What follows belongs to an exercise in optimizing a design on an open flow for small area; a production flow would make more cautious choices. At most, simulation tests tie the RTL to the original design; equivalence was not proved. Power is estimated from default activity; no workload was simulated.

// i2c_top
module i2c_top(
    input           clk,
    input           rstn,
    input           apb_sel,
    input           apb_en,
    input           apb_write,
    output          apb_ready,
    input  [31:0]   apb_addr,
    input  [31:0]   apb_wdata,
    output [31:0]   apb_rdata,
    output          i2c_irq,
    input           i2c_scl_i,
    output          i2c_scl_o,
    input           i2c_sda_i,
    output          i2c_sda_o
);
Settings: LEC_CHECK=0, CAP_MARGIN=0, CORE_MARGIN=2, CORE_UTILIZATION=50, CTS_BUF_LIST=sky130_fd_sc_hd__clkbuf_8, CTS_CLUSTER_DIAMETER=60, CTS_CLUSTER_SIZE=16, SLEW_MARGIN=0; clock period 12.0 ns.
standard.sh (not shown) runs the stock make flow with config.mk's settings and CLKGATE_MAP_FILE= SYNTH_SCRIPT=/design/flow/synth_recipe.tcl, a recipe that flattens the netlist after the stock synthesis.
==> flow/flow/run.sh <==
#!/bin/bash
# The standard layout (standard.sh: the ORFS flow, standard synthesis included) with two
# changes: port buffers are sky130_fd_sc_hd__buf_1 instead of the tool's pick, and clock tree
# synthesis inserts no dummy loads. All of make's output goes to flow_make.log here; each ORFS
# step keeps its own log under orfs/logs/.
set -euo pipefail
bash standard.sh \
  "BUFFER_PORTS_ARGS=-buffer_cell sky130_fd_sc_hd__buf_1" \
  "CTS_ARGS=-sink_clustering_enable -repair_clock_nets -buf_list sky130_fd_sc_hd__clkbuf_8 -sink_clustering_size 18 -sink_clustering_max_diameter 70 -dont_use_dummy_load" \
  finish > flow_make.log 2>&1
Change:
--- a/flow/flow/run.sh
+++ b/flow/flow/run.sh
@@ -7,4 +7,4 @@
 bash standard.sh \
   "BUFFER_PORTS_ARGS=-buffer_cell sky130_fd_sc_hd__buf_1" \
-  "CTS_ARGS=-sink_clustering_enable -repair_clock_nets -buf_list sky130_fd_sc_hd__clkbuf_8 -sink_clustering_size 18 -sink_clustering_max_diameter 70 -dont_use_dummy_load" \
+  "CTS_ARGS=-sink_clustering_enable -repair_clock_nets -buf_list sky130_fd_sc_hd__clkbuf_8 -sink_clustering_size 16 -sink_clustering_max_diameter 60 -dont_use_dummy_load" \
   finish > flow_make.log 2>&1
==> flow/config.mk (replaced) <==
export PLATFORM = sky130hd
export DESIGN_NAME = i2c_top
export DESIGN_NICKNAME = i2c_top
export VERILOG_FILES = /design/flow/design.v
export SDC_FILE = /design/flow/constraint.sdc
export NUM_CORES = 4
export LEC_CHECK = 0
export CAP_MARGIN = 20
export CORE_MARGIN = 2
export CORE_UTILIZATION = 55
export PLACE_DENSITY = 0.7
export SLEW_MARGIN = 20
Clock power increases by about 5%.
Synthesized area stays the same.
Total power increases by about 1.1%.
Sequential cell count stays the same.
Clock skew goes up by 0.0057 ns.
Routed wire length shrinks by 4.1%.
Utilization went up by 5.2 points.
Worst hold slack loses 0.0084 ns.
Combinational power grows by about 2%.
Change:
--- a/flow/config.mk
+++ b/flow/config.mk
@@ -8,5 +8,5 @@
 export CAP_MARGIN = 20
 export CORE_MARGIN = 2
-export CORE_UTILIZATION = 55
-export PLACE_DENSITY = 0.7
+export CORE_UTILIZATION = 50
+export PLACE_DENSITY = 0.8
 export SLEW_MARGIN = 20
Count of clock-buffer cells in the layout does not change.
Clock power is about the same.
Die area grows by about 10%.
Core utilization shrinks by 5.0 points.
Via count grows by 2.0%.
Change:
--- a/flow/config.mk
+++ b/flow/config.mk
@@ -6,7 +6,9 @@
 export NUM_CORES = 4
 export LEC_CHECK = 0
-export CAP_MARGIN = 20
+export CAP_MARGIN = 0
 export CORE_MARGIN = 2
 export CORE_UTILIZATION = 50
-export PLACE_DENSITY = 0.8
-export SLEW_MARGIN = 20
+export CTS_BUF_LIST = sky130_fd_sc_hd__clkbuf_8
+export CTS_CLUSTER_DIAMETER = 60
+export CTS_CLUSTER_SIZE = 16
+export SLEW_MARGIN = 0
Result: Worst setup slack degrades by 0.025 ns. Utilization barely changes. Power rises by 0.63%. Final area is about the same. Die area stays the same. Final cell count barely changes. Routed wire length rises by 4.3%. Sequential share of layout area stays flat. Area after synthesis does not change.
Change:
--- a/flow/config.mk
+++ b/flow/config.mk
@@ -6,5 +6,5 @@
 export NUM_CORES = 4
 export LEC_CHECK = 0
-export CAP_MARGIN = 0
+export CAP_MARGIN = 20
 export CORE_MARGIN = 2
 export CORE_UTILIZATION = 50
@@ -12,3 +12,3 @@
 export CTS_CLUSTER_DIAMETER = 60
 export CTS_CLUSTER_SIZE = 16
-export SLEW_MARGIN = 0
+export SLEW_MARGIN = 20
=> Die area does not change; sequential share of layout area stays flat; global-route usage is about the same; power stays flat; setup slack improves by 0.066 ns.

---

## zinc
i2c_top, a different RTL version from the one above (not shown whole).
For scale: roughly 2,600 cells after synthesis, about 800 flip-flops, ~110 I/O pins.
export LEC_CHECK = 0
export CAP_MARGIN = 20
export CORE_MARGIN = 2
export CORE_UTILIZATION = 50
export CTS_BUF_LIST = sky130_fd_sc_hd__clkbuf_16
export CTS_CLUSTER_DIAMETER = 100
export CTS_CLUSTER_SIZE = 30
export SLEW_MARGIN = 20
create_clock -name core_clock -period 12.0 [get_ports {clk}]
run.sh (not shown) runs the stock make flow with config.mk's settings and CLKGATE_MAP_FILE= SYNTH_SCRIPT=/design/flow/synth_recipe.tcl, a recipe that flattens the netlist after the stock synthesis.
Stock flow here: none of the scripts above is used.
zinc finished every step from synthesis to the final layout, and the layout passed the timing, DRC and antenna checks.
### zinc -> raven
- swapping 100 for 60 in CTS_CLUSTER_DIAMETER
- swapping 30 for 16 in CTS_CLUSTER_SIZE
- swapping sky130_fd_sc_hd__clkbuf_16 for sky130_fd_sc_hd__clkbuf_8 in CTS_BUF_LIST
raven: flow completed, timing, DRC and antenna clean
Sequential share of layout area of zinc is on par with raven.
zinc → raven: wire length higher, combinational cell fraction of total power essentially unchanged, hold slack flat, proportion of cell area occupied by multi-input gates was more or less identical.
Looking at maximum clock frequency across zinc and raven, the one that comes out higher is raven.
No functional check of the RTL was part of any run of this note.

---

i2c_top, a different RTL version from the one above (not shown whole).
For scale: about 800 flip-flops, ~110 I/O pins.
## i2c_top
module i2c_top(
    input           clk,
    input           rstn,
    input           apb_sel,
    input           apb_en,
    input           apb_write,
    output          apb_ready,
    input  [31:0]   apb_addr,
    input  [31:0]   apb_wdata,
    output [31:0]   apb_rdata,
    output          i2c_irq,
    input           i2c_scl_i,
    output          i2c_scl_o,
    input           i2c_sda_i,
    output          i2c_sda_o
);
    wire [4:0]                  tx_fifo_ocy                     ;
    wire                        tx_fifo_wr                      ;
    wire [9:0]                  tx_fifo_din                     ;
    wire [4:0]                  rx_fifo_ocy                     ;
    wire                        rx_fifo_rd                      ;
    wire [7:0]                  rx_fifo_dout                    ;
    wire [4:0]                  rx_fifo_pirq                    ;
    wire [9:0]                  slv_adr                         ;
    wire [6:0]                  cr                              ;
    wire [7:0]                  cr_clr                          ;
    wire [6:0]                  cr_set                          ;  
    wire [7:0]                  sr                              ;
    wire [7:0]                  irq_req                         ;
    wire [31:0]                 tsusta                          ;
    wire [31:0]                 tsusto                          ;
    wire [31:0]                 thdsta                          ;
    wire [31:0]                 tsudat                          ;
    wire [31:0]                 tbuf                            ;
    wire [31:0]                 thigh                           ;
    wire [31:0]                 tlow                            ;
    wire [31:0]                 thddat                          ;
    wire [7:0]                  tim_dflt                        ;
    wire                        cr_msms                         ;
i2c_reg u_i2c_reg ( 
  ...
Settings: LEC_CHECK=0, CAP_MARGIN=20, CORE_MARGIN=2, CORE_UTILIZATION=60, SLEW_MARGIN=20; clock period 12.0 ns.
standard.sh (not shown) runs the stock make flow with config.mk's settings and CLKGATE_MAP_FILE= SYNTH_SCRIPT=/design/flow/synth_recipe.tcl, a recipe that flattens the netlist after the stock synthesis.
==> flow/flow/run.sh <==
#!/bin/bash
# The standard layout (standard.sh: the ORFS flow, standard synthesis included) with two
# changes: port buffers are sky130_fd_sc_hd__buf_1 instead of the tool's pick, and clock tree
# synthesis inserts no dummy loads. All of make's output goes to flow_make.log here; each ORFS
# step keeps its own log under orfs/logs/.
set -euo pipefail
bash standard.sh \
  "BUFFER_PORTS_ARGS=-buffer_cell sky130_fd_sc_hd__buf_1" \
  "CTS_ARGS=-sink_clustering_enable -repair_clock_nets -buf_list sky130_fd_sc_hd__clkbuf_8 -sink_clustering_size 20 -sink_clustering_max_diameter 45 -dont_use_dummy_load" \
  finish > flow_make.log 2>&1
The first run completed without violations.
Then changed:
==> flow/run.sh (new file) <==
#!/bin/bash
# synth_recipe.tcl (not shown) runs the flow's synth.tcl, then flattens the netlist and writes it again
# the make line also repeats each setting of config.mk as NAME=value (left out here)
make -C /OpenROAD-flow-scripts/flow DESIGN_CONFIG=/design/flow/config.mk WORK_HOME=/design/flow/orfs CLKGATE_MAP_FILE= SYNTH_SCRIPT=/design/flow/synth_recipe.tcl finish
Settings changed: CAP_MARGIN 20 to 10, CORE_UTILIZATION 60 to 50, CTS_BUF_LIST from default to sky130_fd_sc_hd__clkbuf_4 sky130_fd_sc_hd__clkbuf_8 sky130_fd_sc_hd__clkbuf_16, CTS_CLUSTER_DIAMETER from default to 60, CTS_CLUSTER_SIZE from default to 20, SLEW_MARGIN 20 to 10.
removed: flow/flow/run.sh
removed: flow/standard.sh
Critical path depth decreases by 3.
Synthesized cell count stays the same.
Global-route usage went down by 4.5 points.
Cell count climbs by about 3.7%.
Cell area goes up by 3.4%.
Register-to-register slack degrades by 0.14 ns.
Wire length went up by 4.1%.
Then changed:
Settings changed: CAP_MARGIN 10 to 20, CTS_BUF_LIST sky130_fd_sc_hd__clkbuf_4 sky130_fd_sc_hd__clkbuf_8 sky130_fd_sc_hd__clkbuf_16 to sky130_fd_sc_hd__clkbuf_8, CTS_CLUSTER_SIZE 20 to 16, SLEW_MARGIN 10 to 20.
Combinational power stays flat.
Wire length hardly moves.
Non-clock buffer count is higher by 1.
Total power is lower by 7.8%.
Global-route usage stays flat.
Clock-buffer cell count is lower by 4.
Setup slack is better by 0.018 ns.
Design area is lower by 1.5%.
Sequential power barely changes.

==> separate check: timing with driven ports <==
The flow's constraints put no driver on any port. The routed layouts listed below were extracted and timed again, unchanged, in two steps. Step 1: set_driving_cell puts a clkbuf_16 on clk and a buf_2 on each other input, an assumption about the parent block. Step 2 adds t to the input delays and takes it off the output delays; t is the mean of the earliest and latest rising clock arrival at the registers after step 1. Input paths then give back, and output paths get back, about the clock's delay inside the block. a / b / c = ideal ports / drivers / drivers and shift; a / b = the first two.
| run | shift t [ns] | setup slack, ns | slew at the worst register clock pin (ns) |
|---|---|---|---|
| the first run of note 1 | 0.756 | 3.536 / 3.536 / 3.536 | 0.12 / 0.12 |
| the second run of note 1 | 0.760 | 3.661 / 3.661 / 3.661 | 0.11 / 0.11 |
| the third run of note 1 | 0.747 | 3.528 / 3.528 / 3.528 | 0.11 / 0.11 |
| the fourth run of note 1 | 0.753 | 3.503 / 3.503 / 3.503 | 0.10 / 0.10 |
| the fifth run of note 1 | 0.768 | 3.568 / 3.568 / 3.568 | 0.11 / 0.11 |
| zinc | 0.655 | 4.245 / 4.245 / 4.245 | 0.12 / 0.12 |
| raven | 0.789 | 4.316 / 4.316 / 4.316 | 0.11 / 0.11 |
| the first run of note 3 | 0.736 | 4.014 / 4.014 / 4.014 | 0.10 / 0.10 |
| the second run of note 3 | 0.698 | 3.878 / 3.878 / 3.878 | 0.09 / 0.09 |
| the third run of note 3 | 0.741 | 3.897 / 3.897 / 3.897 | 0.11 / 0.11 |
After both steps every run listed still meets setup and hold.
